What follows belongs to an exercise in optimizing a design on an open flow for small area, a short achievable clock period and few clock cycles; a production flow would make more cautious choices. Function was checked by simulation only, so behaviour that the tests miss may differ from the original. No activity file was given, so power comes from the tool's default toggle rates.

**flow/config.mk**
```make
export PLATFORM = sky130hd
export DESIGN_NAME = CPU
export DESIGN_NICKNAME = CPU
export VERILOG_FILES = /design/flow/design.v
export SDC_FILE = /design/flow/constraint.sdc
export NUM_CORES = 4
export LEC_CHECK = 0
export CAP_MARGIN = 20
export CORE_MARGIN = 2
export CORE_UTILIZATION = 40
export SLEW_MARGIN = 20
```
**flow/constraint.sdc**
```tcl
create_clock -name core_clock -period 10.0 [get_ports {clk}]
set_input_delay 2.0000 -clock core_clock [delete_from_list [all_inputs] [get_ports {clk}]]
set_output_delay 2.0000 -clock core_clock [all_outputs]
set_load 0.01 [all_outputs]
```
**flow/design.v**
```verilog
`timescale 1ns / 1ps
module ALU(output_data, zero, sourceA, sourceB, ALUSel);
parameter word_size = 32;
input [word_size-1:0] sourceA, sourceB;
input [2:0] ALUSel; 
output reg [word_size-1:0] output_data;
output zero;
always @(sourceA, sourceB, ALUSel) begin
	case (ALUSel)
		3'b000: output_data = sourceA + sourceB;
		3'b001: output_data = sourceA - sourceB;
		3'b010: output_data = ($signed(sourceA) < $signed(sourceB))? 1 : 0;
		3'b011: output_data = (sourceA >> sourceB);
		3'b100: output_data = (sourceA << sourceB);
		3'b101: output_data = sourceA | sourceB;
		4'b110: output_data = sourceA & sourceB;
		4'b111: output_data = sourceA ^ sourceB;
		default: output_data = 0;
	endcase
end
assign zero = (output_data == 0);
endmodule
`timescale 1ns / 1ps
module RegFile (rna,rnb,d,wn,we,clk,clrn,qa,qb);
	input 	[4:0]	rna,rnb,wn;
	input 	[31:0] 	d;
	input		we,clk,clrn;
	output 	[31:0] 	qa,qb;
	reg 	[31:0] 	register [0:31];  
	assign qa = (rna == 0)? 0 : register[rna];  
	assign qb = (rnb == 0)? 0 : register[rnb];  
	always @(posedge clk) begin
		if ((wn != 0) && (we == 1))  
			register[wn] <= d;
	end
endmodule
`timescale 1ns / 1ps
module holding_reg(output_data, input_data, write, clk, reset, resetData);
parameter word_size = 32;
input [word_size-1:0] input_data;
input [word_size-1:0] resetData;
input	write, clk, reset;
output [word_size-1:0] output_data;
reg [word_size-1:0] content;
assign output_data = content;
always @(posedge clk) begin
	if (reset) begin
		content <= resetData;
	end
	else if (write) begin
		content <= input_data;
	end
end
endmodule
`timescale 1ns / 1ps
module mux_1bit(output_data, input_data0, input_data1, select);
parameter word_size = 32;
input select;
input [word_size-1:0] input_data0, input_data1;
output reg [word_size-1:0] output_data;
always @(select or input_data0 or input_data1) begin
	case (select)
		0: output_data <= input_data0;
		1: output_data <= input_data1;
		default: output_data <= 0;
	endcase
end
endmodule
`timescale 1ns / 1ps
module mux_2bit(output_data, input_data0, input_data1, input_data2, input_data3, select);
parameter word_size = 32;
input [1:0] select;
input [word_size-1:0] input_data0, input_data1, input_data2, input_data3;
output reg [word_size-1:0] output_data;
always @(input_data0 or input_data1 or input_data2 or input_data3 or select) begin
	case (select)
		0: output_data <= input_data0;
		1: output_data <= input_data1;
		2: output_data <= input_data2;
		3: output_data <= input_data3;
		default: output_data <= 0;
	endcase
end
endmodule
`timescale 1ns / 1ps
module read_mux(output_data, input_data0, input_data1, input_data2, select);
parameter word_size = 5;
input [1:0] select;
input [word_size-1:0] input_data0, input_data1, input_data2;
output reg [word_size-1:0] output_data;
always @(select or input_data0 or input_data1 or input_data2) begin
	case (select)
		2'b00: output_data <= input_data0;
		2'b01: output_data <= input_data1;
		2'b10: output_data <= input_data2;
		default: output_data <= 0;
	endcase
end
endmodule
`timescale 1ns / 1ps
module sign_extend(input_data, output_data);
parameter word_size = 32;
parameter imm_size = 16;
input [imm_size-1:0] input_data;
output [word_size-1:0] output_data;
assign output_data = $signed(input_data);
endmodule
`timescale 1ns / 1ps
module zero_extend(input_data, output_data);
parameter word_size = 32;
parameter imm_size = 16;
input [imm_size-1:0] input_data;
output [word_size-1:0] output_data;
assign output_data = $unsigned(input_data);
endmodule
`timescale 1ns / 1ps
module sa_extend(input_data, output_data);
parameter word_size = 32;
parameter sa_size = 5;
input [sa_size-1:0] input_data;
output [word_size-1:0] output_data;
assign output_data = $unsigned(input_data);
endmodule
`timescale 1ns / 1ps
module CU(decode, clk, reset, zero, RegWre, PCWre, IRWre, ALUSrcB, ALUOp, ALUM2Reg, RegOut, DataMemRw,
     PCSrc, ExtSel, InsMemRW, WrRegData, SAExt , state, next_state, halted);
	input clk;
	input reset;
	input [5:0] decode;
	input zero;
	output reg RegWre,PCWre,IRWre,ALUSrcB,ALUM2Reg,DataMemRw,ExtSel, InsMemRW, WrRegData, SAExt;
	output reg [1:0] PCSrc;
	output reg [1:0] RegOut;
	output reg [2:0] ALUOp;
	output reg [2:0] state;
	output reg [2:0] next_state;
	output reg halted;
	parameter [2:0] sif   = 3'b000,
						 sid   = 3'b001,
						 sexe1 = 3'b110,
						 sexe2 = 3'b101,
						 sexe3 = 3'b010,
						 smem  = 3'b011,
						 swb1  = 3'b111,
						 swb2  = 3'b100;
	parameter [5:0] op_add  = 6'b000000,
						 op_sub  = 6'b000001,
						 op_addi = 6'b000010,
						 op_or   = 6'b010000,
						 op_and  = 6'b010001,
						 op_ori  = 6'b010010,
						 op_sll  = 6'b011000,
						 op_move = 6'b100000,
						 op_slt  = 6'b100111,
						 op_sw   = 6'b110000,
						 op_lw   = 6'b110001,
						 op_beq  = 6'b110100,
						 op_j    = 6'b111000,
						 op_jr   = 6'b111001,
						 op_jal  = 6'b111010,
						 op_halt = 6'b111111;
	always @(posedge clk) begin
		if (reset) begin
			state <= sif;
			halted <= 0;
		end else begin
			state <= next_state;
			if (state == sid && decode == op_halt)
				halted <= 1;
		end
	end
	always @(*) begin
		PCWre = 0;       
		IRWre = 0;       
		PCSrc = 2'b00;   
		ExtSel = 0;      
		SAExt = 0;       
		ALUSrcB = 0;     
		ALUOp = 3'b000;  
		DataMemRw = 0;   
		ALUM2Reg = 0;    
		RegOut = 2'b10;  
		RegWre = 0;      
		WrRegData = 0;   
		InsMemRW = 0;    
		next_state = state;
		if (reset) begin
			IRWre = 1;
			next_state = sif;
		end else begin
			case (state)
				sif: begin
					next_state = sid;
					IRWre = 1;
				end
				sid: begin
					case (decode)
						op_add : begin next_state = sexe1; end
						op_sub : begin next_state = sexe1; end
						op_addi: begin next_state = sexe1; ExtSel = 1; end
						op_or  : begin next_state = sexe1; end
						op_and : begin next_state = sexe1; end
						op_ori : begin next_state = sexe1; ExtSel = 1; end
						op_move: begin next_state = sexe1; end
						op_slt : begin next_state = sexe1; end
						op_sll : begin next_state = sexe1; end
						op_beq : begin next_state = sexe2; ExtSel = 1; end
						op_sw  : begin next_state = sexe3; ExtSel = 1; end
						op_lw  : begin next_state = sexe3; ExtSel = 1; end
						op_j   : begin next_state = sif; PCWre = 1; PCSrc = 2'b11; end
						op_jal : begin next_state = sif; PCWre = 1; PCSrc = 2'b11; RegOut = 2'b00; RegWre = 1; end
						op_jr  : begin next_state = sif; PCWre = 1; PCSrc = 2'b10; end
						op_halt: begin next_state = sif; end
						default: ;
					endcase
				end
				sexe1: begin
					next_state = swb1;
					WrRegData = 1;
					case (decode)
						op_add :begin ALUOp = 3'b000; end
						op_sub :begin ALUOp = 3'b001; end
						op_addi:begin ALUOp = 3'b000; ALUSrcB = 1; end
						op_or  :begin ALUOp = 3'b101; end
						op_and :begin ALUOp = 3'b110; end
						op_ori :begin ALUOp = 3'b101; ALUSrcB = 1; end
						op_move:begin ALUOp = 3'b000; end
						op_slt :begin ALUOp = 3'b010; end
						op_sll :begin ALUOp = 3'b100; ALUSrcB = 1; SAExt = 1; end
						default: ;
					endcase
				end
				sexe2: begin
					next_state = sif;
					ALUOp = 3'b001;
					PCWre = 1;
					PCSrc = zero ? 2'b01 : 2'b00;
				end
				sexe3: begin
					case (decode)
						op_sw  : begin next_state = smem; ALUOp = 3'b000; ALUSrcB = 1; end
						op_lw  : begin next_state = smem; ALUOp = 3'b000; ALUSrcB = 1; end
						default: ;
					endcase
				end
				smem: begin
					case (decode)
						op_sw  : begin next_state = sif; DataMemRw = 1; PCWre = 1; end
						op_lw  : begin next_state = swb2; ALUM2Reg = 1; end
						default: ;
					endcase
				end
				swb1: begin
					next_state = sif;
					PCWre = 1;
					WrRegData = 1;
					RegWre = 1;
					case (decode)
						op_add : begin RegOut = 2'b10; end
						op_sub : begin RegOut = 2'b10; end
						op_addi: begin RegOut = 2'b01; end
						op_or  : begin RegOut = 2'b10; end
						op_and : begin RegOut = 2'b10; end
						op_ori : begin RegOut = 2'b01; end
						op_move: begin RegOut = 2'b10; end
						op_slt : begin RegOut = 2'b10; end
						op_sll : begin RegOut = 2'b10; end
						default: ;
					endcase
				end
				swb2: begin
					next_state = sif;
					PCWre = 1;
					WrRegData = 1;
					RegWre = 1;
					RegOut = 2'b01;
				end
			endcase
		end
	end
endmodule
`timescale 1ns / 1ps
module DataPath(decode, clk, reset, zero, RegWre, PCWre, IRWre, ALUSrcB, ALUOp, ALUM2Reg, RegOut, DataMemRw,
     PCSrc, ExtSel, InsMemRW, WrRegData, SAExt, initPC, PCout,
     IMout, DMout, DAddr, DWData, DWe);
	input clk;
	input reset;
	output [5:0] decode;
	output zero;
	input RegWre,PCWre,ALUSrcB,ALUM2Reg,DataMemRw,ExtSel, InsMemRW, IRWre, WrRegData, SAExt;
	input [1:0] PCSrc;
	input [1:0] RegOut;
	input [2:0] ALUOp;
	input [31:0] initPC;
	input [31:0] IMout;       
	input [31:0] DMout;       
	output [31:0] DAddr;
	output [31:0] DWData;
	output DWe;
	parameter word_size = 32;
	parameter zero32 = 32'h0000;
	wire [word_size-1:0] PCin; 
	output [word_size-1:0] PCout;
	wire [word_size-1:0] IRout;
	wire [word_size-1:0] MDRout;
	wire [word_size-1:0] MDRin;
	wire [word_size-1:0] immZE, immSE, saSAE;
	wire [4:0] write_address;
	wire [word_size-1:0] write_data;
	wire [word_size-1:0] read_data_1, read_data_2;
	wire [word_size-1:0] Aout, Bout;
	wire [word_size-1:0] top_extend_wire;
	wire [word_size-1:0] origin_extend_wire;
	wire [word_size-1:0]	sourceB;
	wire [word_size-1:0] ALU_wire;
	wire [word_size-1:0] ALUOut_wire;
	wire [15:0] immediate;
	wire [4:0] rs, rt, rd, sa;
	wire [25:0] j_address;
	assign decode = IRout[31:26];
	assign immediate = IRout[15:0];
	assign rs = IRout[25:21];
	assign rt = IRout[20:16];
	assign rd = IRout[15:11];
	assign sa = IRout[10:6];
	assign j_address[25:0] = IRout[25:0];
	assign DAddr = ALUOut_wire;
	assign DWData = Bout;
	assign DWe = DataMemRw;
	RegFile		RF(rs, rt, write_data, write_address, RegWre,
						clk, 1'b1, read_data_1, read_data_2);
	holding_reg IR(IRout, IMout, IRWre, clk, reset, zero32);
	holding_reg	A(Aout, read_data_1, 1'b1, clk, reset, zero32);
	holding_reg B(Bout, read_data_2, 1'b1, clk, reset, zero32);
	holding_reg	ALUOut(ALUOut_wire, ALU_wire, 1'b1, clk, reset, zero32);
	holding_reg MDR(MDRout, MDRin, 1'b1, clk, reset, zero32);
	zero_extend	ZE(immediate, immZE);
	sign_extend SE(immediate, immSE);
	sa_extend   SAE(sa, saSAE);
	mux_1bit extend_mux(origin_extend_wire, immZE, immSE, ExtSel);
	mux_1bit sa_extend_mux(top_extend_wire, origin_extend_wire, saSAE,  SAExt);
	read_mux	read_sel_mux(write_address, 5'b11111, rt, rd, RegOut); 
	mux_1bit write_data_mux(write_data,PCout+4, MDRout,  WrRegData);
	mux_1bit ALUSrcB_mux(sourceB, Bout, top_extend_wire, ALUSrcB);
	mux_1bit ALUM2Reg_mux(MDRin, ALU_wire, DMout, ALUM2Reg);
	wire [31:0] jump_address;
	assign jump_address[31:28] = PCout[31:28];
	assign jump_address[27:2] = j_address[25:0];
	assign jump_address[1:0] = 2'b00;
	mux_2bit	PC_mux(PCin,
						 PCout+4,        
						 PCout+4+(immSE<<2),  
						 read_data_1,    
						 jump_address,  
						 PCSrc);
	holding_reg	PC(PCout, PCin, PCWre, clk, reset, initPC);
	ALU	mainALU(ALU_wire, zero, Aout, sourceB, ALUOp);
endmodule
`timescale 1ns / 1ps
module CPU(clk, reset, initPC,
			  imem_addr, imem_rdata,
			  dmem_addr, dmem_wdata, dmem_we, dmem_rdata,
			  halted);
	input clk, reset;
	input [31:0] initPC;
	output [31:0] imem_addr;
	input  [31:0] imem_rdata;
	output [31:0] dmem_addr;
	output [31:0] dmem_wdata;
	output dmem_we;
	input  [31:0] dmem_rdata;
	output halted;
	wire [5:0] decode;
	wire zero, RegWre,PCWre,ALUSrcB,ALUM2Reg,DataMemRw,ExtSel, InsMemRW, IRWre, WrRegData, SAExt;
	wire [1:0] PCSrc;
	wire [1:0] RegOut;
	wire [2:0] ALUOp;
	wire [2:0] state, next_state;
	wire [31:0] PCout;
	assign imem_addr = PCout;
	CU _CU(decode, clk, reset, zero, RegWre, PCWre, IRWre, ALUSrcB, ALUOp, ALUM2Reg, RegOut, DataMemRw,
     PCSrc, ExtSel, InsMemRW, WrRegData, SAExt, state, next_state, halted);
	DataPath _DataPath(decode, clk, reset, zero, RegWre, PCWre, IRWre, ALUSrcB, ALUOp, ALUM2Reg, RegOut, DataMemRw,
     PCSrc, ExtSel, InsMemRW, WrRegData, SAExt, initPC, PCout,
     imem_rdata, dmem_rdata, dmem_addr, dmem_wdata, dmem_we);
endmodule
```
**flow/run.sh**
```bash
#!/bin/bash
# synth_recipe.tcl (not shown) runs the flow's synth.tcl, then flattens the netlist and writes it again
# the make line also repeats each setting of config.mk as NAME=value (left out here)
make -C /OpenROAD-flow-scripts/flow DESIGN_CONFIG=/design/flow/config.mk WORK_HOME=/design/flow/orfs CLKGATE_MAP_FILE= SYNTH_SCRIPT=/design/flow/synth_recipe.tcl finish
```
==> results.sh <==
export IMPL_status="timing/DRC/antenna clean"
export IMPL_slew_viol_final=0
export IMPL_h_tree_depth=4
export IMPL_period_needed_ns=9.60
export IMPL_worst_slew_pin_slew_ns=1.06
export IMPL_grt_antenna_before_repair=10
export IMPL_crit_required_ns=10.58
export IMPL_clock_latency_ns=0.82
export IMPL_startpoint_type="input pin"
export IMPL_ys_seq_area_share_pct=54.1
export IMPL_clock_sinks=1225
export IMPL_gp_congestion=1.05
export IMPL_numCtsBuffers=135
export IMPL_routed_wl_um=250000
export IMPL_dpl_hpwl_um=166000
export IMPL_nFillCells=14000
export IMPL_dieArea_um2=165000
export IMPL_hold_slack_ns=0.518
export IMPL_nets=5018
export IMPL_yosys_register_bits=1225
export IMPL_clk_pin_slew_ns=0.07
export IMPL_ys_types=107
export IMPL_switching_share_pct=40.5
export IMPL_synthesis_instances=4559
export IMPL_portBuffers=195
export IMPL_cts_hold_buf=0
export IMPL_worstHoldPathType="flop to flop"
export IMPL_fin_util_pct=46.6
export IMPL_fmax_mhz=104
export IMPL_met2_usage_pct=46.3
export IMPL_start_util_pct=40.3
export IMPL_clkPwrFrac_pct=24.5
export IMPL_endpoint_kind="flop"
export IMPL_grt_pass1_wl_um=346000
export IMPL_fin_skew_ns=0.0675
export IMPL_setup_violations=0
export IMPL_syn_cell_area_um2=64900
export IMPL_drt_iter0_markers=6122
export IMPL_fin_crit_sh_pct=96.0
export IMPL_cts_setup_buffers=0
export IMPL_dpl_instance_area_um2=70300
export IMPL_ctsResizeCount=0
export IMPL_ir_drop_mv=0.171
export IMPL_rows=147
export IMPL_power_switching_w=0.00849
export IMPL_drtAntennaViolNets=0
export IMPL_synth_avg_cell_area_um2=14.2
export IMPL_areaGrowthSynthToFinish_pct=15.5
export IMPL_p_comb_share_pct=43.0
export IMPL_drc=0
export IMPL_boundaryPins=196
export IMPL_gr_total_overflow=0
export IMPL_synth_edf_count=1056
export IMPL_clock_root_buffer="clkbuf_16"
export IMPL_wl_per_cell_um=35.4
export IMPL_seq_power_share_pct=32.4
export IMPL_die_h_um=407
export IMPL_cts_tree="built"
export IMPL_power_density_nw_per_um2=280
export IMPL_design_area_um2=74900
export IMPL_grt_busiest_layer="met2"
export IMPL_cap_viol_max_count=0
export IMPL_die_w_um=407
export IMPL_met3_usage_pct=6.33
export IMPL_critPathMaxFanout=23
export IMPL_clockBufferDepth=3
export IMPL_synth_flop_cell="edfxtp_1"
export IMPL_crit_type="input pin to flop"
export IMPL_layout_setup_ws_ns=0.395
export IMPL_finalHoldViolations=0
export IMPL_yosys_warnings=7
export IMPL_worstPathArrival_ns=10.19
export IMPL_globalRouteMet1Util_pct=40.4
export IMPL_core_area_um2=161000
export IMPL_pre_cts_ws_ns=-0.0297
export IMPL_grt_start_max_net_pins=121
export IMPL_grt_pass1_vias=44000
export IMPL_drtPass1Iterations=8
export IMPL_via_per_inst=6.44
export IMPL_async_flop_share_pct=0
export IMPL_drive_above_1_share_pct=23.8
export IMPL_p_int_w=0.0125
export IMPL_leakage_nw=24.1
export IMPL_vias=45400
export IMPL_track_usage_pct=30.0
export IMPL_max_slew_margin_pct=28.1
export IMPL_grt_setup_unrepaired="no"
## path summary, 6_finish.rpt
path / depth (start not counted) / endpoint / start / slack (ns)
max: 22 / _DataPath.PC.content[11] / reset / 0.40
max reg2reg: 22 / _DataPath.PC.content[11] / _DataPath.IR.content[27] / 0.79
min reg2reg: 2 / flop / _DataPath.IR.content[21] / 0.52
min: 2 / flop / _DataPath.IR.content[21] / 0.52
## synth_stat cells, types with 16 or more instances
master / n / area [µm²]
nor3_1: 76 / 380
and3_1: 23 / 144
buf_2: 16 / 80.1
nor4_1: 20 / 125
mux4_2: 555 / 12500
a22o_1: 20 / 175
xor2_1: 36 / 315
nand2b_1: 53 / 332
o211ai_1: 42 / 315
ha_1: 136 / 1700
edfxtp_1: 1056 / 31700
a21oi_1: 205 / 1030
a221oi_1: 36 / 315
a211o_1: 35 / 307
nand3_1: 62 / 310
inv_1: 139 / 522
nand2_1: 339 / 1270
nor2_1: 322 / 1210
o21ai_0: 141 / 706
o22ai_1: 39 / 244
o221ai_1: 54 / 473
a211oi_1: 52 / 390
xnor2_1: 46 / 403
mux2i_1: 133 / 1330
nand4_1: 16 / 100
o21a_1: 20 / 150
mux2_2: 78 / 878
nor2b_1: 18 / 113
clkbuf_1: 237 / 890
buf_1: 61 / 229
o31ai_1: 18 / 135
dfxtp_1: 169 / 3380
## state kept, by name, indices dropped and copies added (netlist names), named ones only
name and count:
_DataPath.ALUOut.content 32, _CU.state 3, _DataPath.B.content 32, _CU.halted 1, _DataPath.IR.content 32, _DataPath.PC.content 32
_DataPath.MDR.content 32, _DataPath.A.content 32, _DataPath.RF.register 1024
## area by class of cell
type	count	area, µm²	share of cell area (%)
Sequential cell	1225	35100	46.9
Inverter	141	532	0.710
Multi-Input combinational cell	2903	28600	38.1
Antenna cell	2	5.00	0.00668
Clock inverter	76	942	1.26
Clock buffer	170	3630	4.85
Tap cell	2160	2700	3.61
Timing Repair Buffer	375	3410	4.55
## placed cells by master (no fill, tap or decap), types with 17 or more instances in the layout
cell	synthesis	final
o21ai_0	141	139
a21oi_1	205	178
o221ai_1	54	54
mux4_2	555	555
and3_1	23	23
edfxtp_1	1056	1056
mux2_2	78	78
nor2_1	322	290
o22ai_1	39	39
clkinv_2	0	22
a211o_1	35	35
nor2_4	0	31
a211oi_1	52	52
nand2_1	339	337
clkbuf_16	0	135
clkdlybuf4s50_1	0	194
mux2i_1	133	133
a22o_1	20	20
xnor2_1	46	46
clkbuf_1	237	23
o211ai_1	42	42
buf_4	1	173
nand3_1	62	62
xor2_1	36	36
nor4_1	20	19
ha_1	136	136
nor2b_1	18	17
nor3_1	76	74
conb_1	1	32
nand2b_1	53	53
a21oi_2	1	20
a221oi_1	36	36
o21a_1	20	20
inv_1	139	139
dfxtp_1	169	158
## worst max-delay path, cell delays in order
cell and delay, ns:
buf_6 0.23, and4bb_2 0.32, o211ai_1 0.38, nand2_1 0.50, a31o_2 0.43, ha_1 0.48
a221oi_1 0.10, buf_4 0.18, o311ai_0 0.86, o211a_1 0.28, o21ai_0 0.12, a221o_1 0.38
a221oi_1 0.56, o21ai_0 0.27, buf_4 0.22, nand3b_1 0.14, or4_1 0.64, nor4_2 0.49
nand4_2 0.33, nor2_1 0.64, o21ai_0 0.25, a32o_1 0.31
## logic make-up after synthesis
| logic type | synth area share (%) |
|---|---|
| compound gates | 8.99 |
| xor+xnor | 1.11 |
| fa+ha+maj | 2.73 |
| buf+inv | 2.78 |
| flops | 54.1 |
| mux | 22.8 |
| other cells | 0.00578 |
| simple gates | 7.45 |
## power by group through the flow
stage / Combinational [W] / Sequential, W / Clock (W)
after floorplan: 0.00556 / 0.00641 / 0
after global placement: 0.00885 / 0.00688 / 0
after detailed placement: 0.00883 / 0.00687 / 0
after CTS: 0.00886 / 0.00677 / 0.00520
after global routing: 0.00945 / 0.00681 / 0.00539
final: 0.00903 / 0.00680 / 0.00515
## per-stage QoR
stage          instances  power, W  TNS (ns)
6_report            7052    0.0210         0
5_1_grt             7052    0.0216         0
4_1_cts             7048    0.0208         0
3_5_place_dp        6802    0.0157   -0.0331
3_3_place_gp        6801    0.0157   -0.0439
2_1_floorplan       4590    0.0120         0
## metal layers
metal | routed length [µm] | vias to the layer above | share of wire, %
li1 | - | 18700 | -
met1 | 98800 | 23600 | 40
met2 | 113000 | 2607 | 45
met3 | 23700 | 539 | 9.5
met4 | 13700 | 4 | 5.5
met5 | 28 | - | 0.011
Testbench counts, summed over its fixed seeds: cycles 71,624.

-- static timing again, ports no longer ideal --
In the flow no input, the clock included, has a driving cell. The finished layout below was timed again as built, in two steps. Step 1 (the two cells are an assumption about what drives the block):
set clk [get_ports {clk}]
set_driving_cell -lib_cell sky130_fd_sc_hd__clkbuf_16 $clk
set_driving_cell -lib_cell sky130_fd_sc_hd__buf_2 [delete_from_list [all_inputs] $clk]
Step 2 times the ports against the registers' clock, not the clock port: input delays grow and output delays shrink by t, the midpoint of the rising clock arrivals with the driver on. Slacks: ideal / step 1 / step 2; pairs: ideal / step 1.
shift t [ns]: 0.880
slack for setup (ns): 0.395 / 0.437 / -0.443
clock arrival spread, ns: 0.069 / 0.068
slew at the worst register clock pin (ns): 0.07 / 0.07
Met with ideal ports but missed after step 2: setup timing in this run. For this run, drivers alone change the setup slack by +0.042 ns; drivers and shift together by -0.838 ns.
